What follows belongs to an exercise in optimizing a design on an open flow for small area, a short achievable clock period and few clock cycles; a production flow would make more cautious choices. The RTL was checked by simulation tests, not by an equivalence proof against the original design. Power is estimated from default activity; no workload was simulated.

Setup of tundra:
==> flow/design.v <==
module rf_ao22 (
    input  logic a1, a2, b1, b2,
    output logic y
);
    assign y = (a1 & a2) | (b1 & b2);
endmodule
module rf_and2 (
    input  logic a, b,
    output logic y
);
    assign y = a & b;
endmodule
module rf_nand2 (
    input  logic a, b,
    output logic y
);
    assign y = !(a & b);
endmodule
module rf_nor2 (
    input  logic a, b,
    output logic y
);
    assign y = !(a | b);
endmodule
module rf_nand4 (
    input  logic a, b, c, d,
    output logic y
);
    assign y = !(a & b & c & d);
endmodule
module top_axi_lite (
    input  logic        clk,
    input  logic        rstn,
    input  logic        start,
    input  logic        mode,        
    input  logic [31:0] addr,
    input  logic [31:0] wdata_in,
    output logic [31:0] rdata_out,
    output logic        done
);
    logic [31:0] mem [0:15];
    logic [31:0] mem_d [0:15];
    logic [31:0] rd;
    logic [3:0] lo, hi, whi;
    always_comb begin
        for (int j = 0; j < 4; j++) begin
            lo[j]  = (addr[3:2] == 2'(j));
            hi[j]  = (addr[5:4] == 2'(j));
            whi[j] = start && mode && (addr[5:4] == 2'(j));
        end
    end
    logic [15:0] we [0:1];
    logic [15:0] hold [0:1];
    logic [15:0] sel [0:1];
    for (genvar h = 0; h < 2; h++) begin : g_half
        for (genvar i = 0; i < 16; i++) begin : g_word
            rf_and2  u_we   (.a(whi[i/4]), .b(lo[i%4]), .y(we[h][i]));
            rf_nand2 u_hold (.a(whi[i/4]), .b(lo[i%4]), .y(hold[h][i]));
            rf_and2  u_sel  (.a(hi[i/4]),  .b(lo[i%4]), .y(sel[h][i]));
        end
    end
    for (genvar i = 0; i < 16; i++) begin : g_word
        for (genvar b = 0; b < 32; b++) begin : g_bit
            rf_ao22 u_next (
                .a1(we[b/16][i]), .a2(wdata_in[b]), .b1(hold[b/16][i]), .b2(mem[i][b]),
                .y(mem_d[i][b])
            );
        end
    end
    always_ff @(posedge clk) begin
        for (int i = 0; i < 16; i++) mem[i] <= mem_d[i];
    end
    logic [7:0] part [0:31];
    logic [3:0] quad [0:31];
    for (genvar b = 0; b < 32; b++) begin : g_rd
        for (genvar k = 0; k < 8; k++) begin : g_ao22
            rf_ao22 u_part (
                .a1(sel[b/16][2*k]),   .a2(mem[2*k][b]),
                .b1(sel[b/16][2*k+1]), .b2(mem[2*k+1][b]),
                .y(part[b][k])
            );
        end
        for (genvar k = 0; k < 4; k++) begin : g_nor2
            rf_nor2 u_quad (.a(part[b][2*k]), .b(part[b][2*k+1]), .y(quad[b][k]));
        end
        rf_nand4 u_rd (.a(quad[b][0]), .b(quad[b][1]), .c(quad[b][2]), .d(quad[b][3]), .y(rd[b]));
    end
    always_ff @(posedge clk) begin
        rdata_out <= rd;
    end
    always_ff @(posedge clk or negedge rstn) begin
        if (!rstn) done <= 1'b0;
        else       done <= start;
    end
endmodule
clock: 3.5 ns
lec_check: 0
cap_margin: 20
core_margin: 2
core_utilization: 55
cts_cluster_diameter: 100
cts_cluster_size: 30
setup_slack_margin: 1.8
slew_margin: 20
synth_hierarchical: 1
synth_minimum_keep_size: 0
standard.sh (not shown) runs the stock make flow with config.mk's settings and CLKGATE_MAP_FILE= SYNTH_SCRIPT=/design/flow/synth_recipe.tcl, a recipe that flattens the netlist after the stock synthesis.
==> flow/flow/run.sh <==
#!/bin/bash
# The standard layout, with the ports buffered by buf_4 cells instead of the
# cell buffer_ports picks by itself. Full output in standard.log.
set -euo pipefail
bash standard.sh "BUFFER_PORTS_ARGS=-buffer_cell sky130_fd_sc_hd__buf_4" finish > standard.log 2>&1
Testbench counts of tundra, summed over its fixed seeds: cycles 8,000.
For ember, these inputs were changed with respect to tundra:
-- flow/design.v --
<<< tundra, line 16
);
    assign y = !(a & b);
endmodule
module rf_nor2 (
    input  logic a, b,
    output logic y
);
    assign y = !(a | b);
endmodule
module rf_nand4 (
    input  logic a, b, c, d,
    output logic y
);
    assign y = !(a & b & c & d);
endmodule
module top_axi_lite (
>>> ember, line 16
);
    assign y = !(a & b);
endmodule
module top_axi_lite (
<<< tundra, line 72
    end
    logic [7:0] part [0:31];
    logic [3:0] quad [0:31];
    for (genvar b = 0; b < 32; b++) begin : g_rd
        for (genvar k = 0; k < 8; k++) begin : g_ao22
>>> ember, line 60
    end
    logic [7:0] part [0:31];
    for (genvar b = 0; b < 32; b++) begin : g_rd
        for (genvar k = 0; k < 8; k++) begin : g_ao22
<<< tundra, line 81
            );
        end
        for (genvar k = 0; k < 4; k++) begin : g_nor2
            rf_nor2 u_quad (.a(part[b][2*k]), .b(part[b][2*k+1]), .y(quad[b][k]));
        end
        rf_nand4 u_rd (.a(quad[b][0]), .b(quad[b][1]), .c(quad[b][2]), .d(quad[b][3]), .y(rd[b]));
    end
    always_ff @(posedge clk) begin
>>> ember, line 68
            );
        end
        assign rd[b] = |part[b];
    end
    always_ff @(posedge clk) begin
[summary]
ember went all the way through synthesis, placement and routing and the layout is clean on timing, DRC and antenna. The final critical-path required period on ember is in line with that on tundra. Routed wire length in ember is about 2.6% higher than in tundra. Going from tundra to ember, worst setup slack comparable; total instance count after detailed placement now smaller. Looking at tundra and ember, the peak per-stage delay on the critical path is a wash. Share of power burned in the clock network across tundra and ember: no real change. Post-route fraction of the period consumed by the critical path: tundra vs ember, no meaningful difference. Post-placement worst setup slack: ember vs tundra down 0.050 ns. Summary of ember over tundra: area of all sequential standard cells comparable; fill cell instance count of the final layout now smaller. tundra ended up with done as its beginning of the critical path; ember ended up with rdata_out[22]. From tundra to ember, final-report max-slew violation count did not move at all. Against tundra as the reference, ember delivers a higher wire length of the first global-routing pass.
Testbench counts of ember, summed over its fixed seeds: cycles 8,000.

-- afterwards: timing with drivers on the ports --
The results above use ideal ports. As a check the final layouts listed here were re-extracted and re-timed, cells and wires unchanged. Step 1 (the two cells are an assumption about what drives the block):
set clk [get_ports {clk}]
set_driving_cell -lib_cell sky130_fd_sc_hd__clkbuf_16 $clk
set_driving_cell -lib_cell sky130_fd_sc_hd__buf_2 [delete_from_list [all_inputs] $clk]
Step 2 times the ports against the registers' clock, not the clock port: input delays grow and output delays shrink by t, the midpoint of the rising clock arrivals with the driver on. Three values: no drivers, after step 1, after step 2; two values: the first two.
run | shift t [ns] | setup slack, ns | slew at the worst register clock pin (ns) | worst data-port slew with drivers (ns) | cell pins on the clock port's net
tundra | 0.613 | 1.727 / 1.671 / 1.158 | 0.11 / 0.11 | 0.09 | 1
ember | 0.610 | 1.728 / 1.670 / 1.155 | 0.11 / 0.11 | 0.06 | 1
After both steps setup and hold are still met in every run listed. For ember, which loses most, drivers alone change the setup slack by -0.058 ns; drivers and shift together by -0.573 ns.
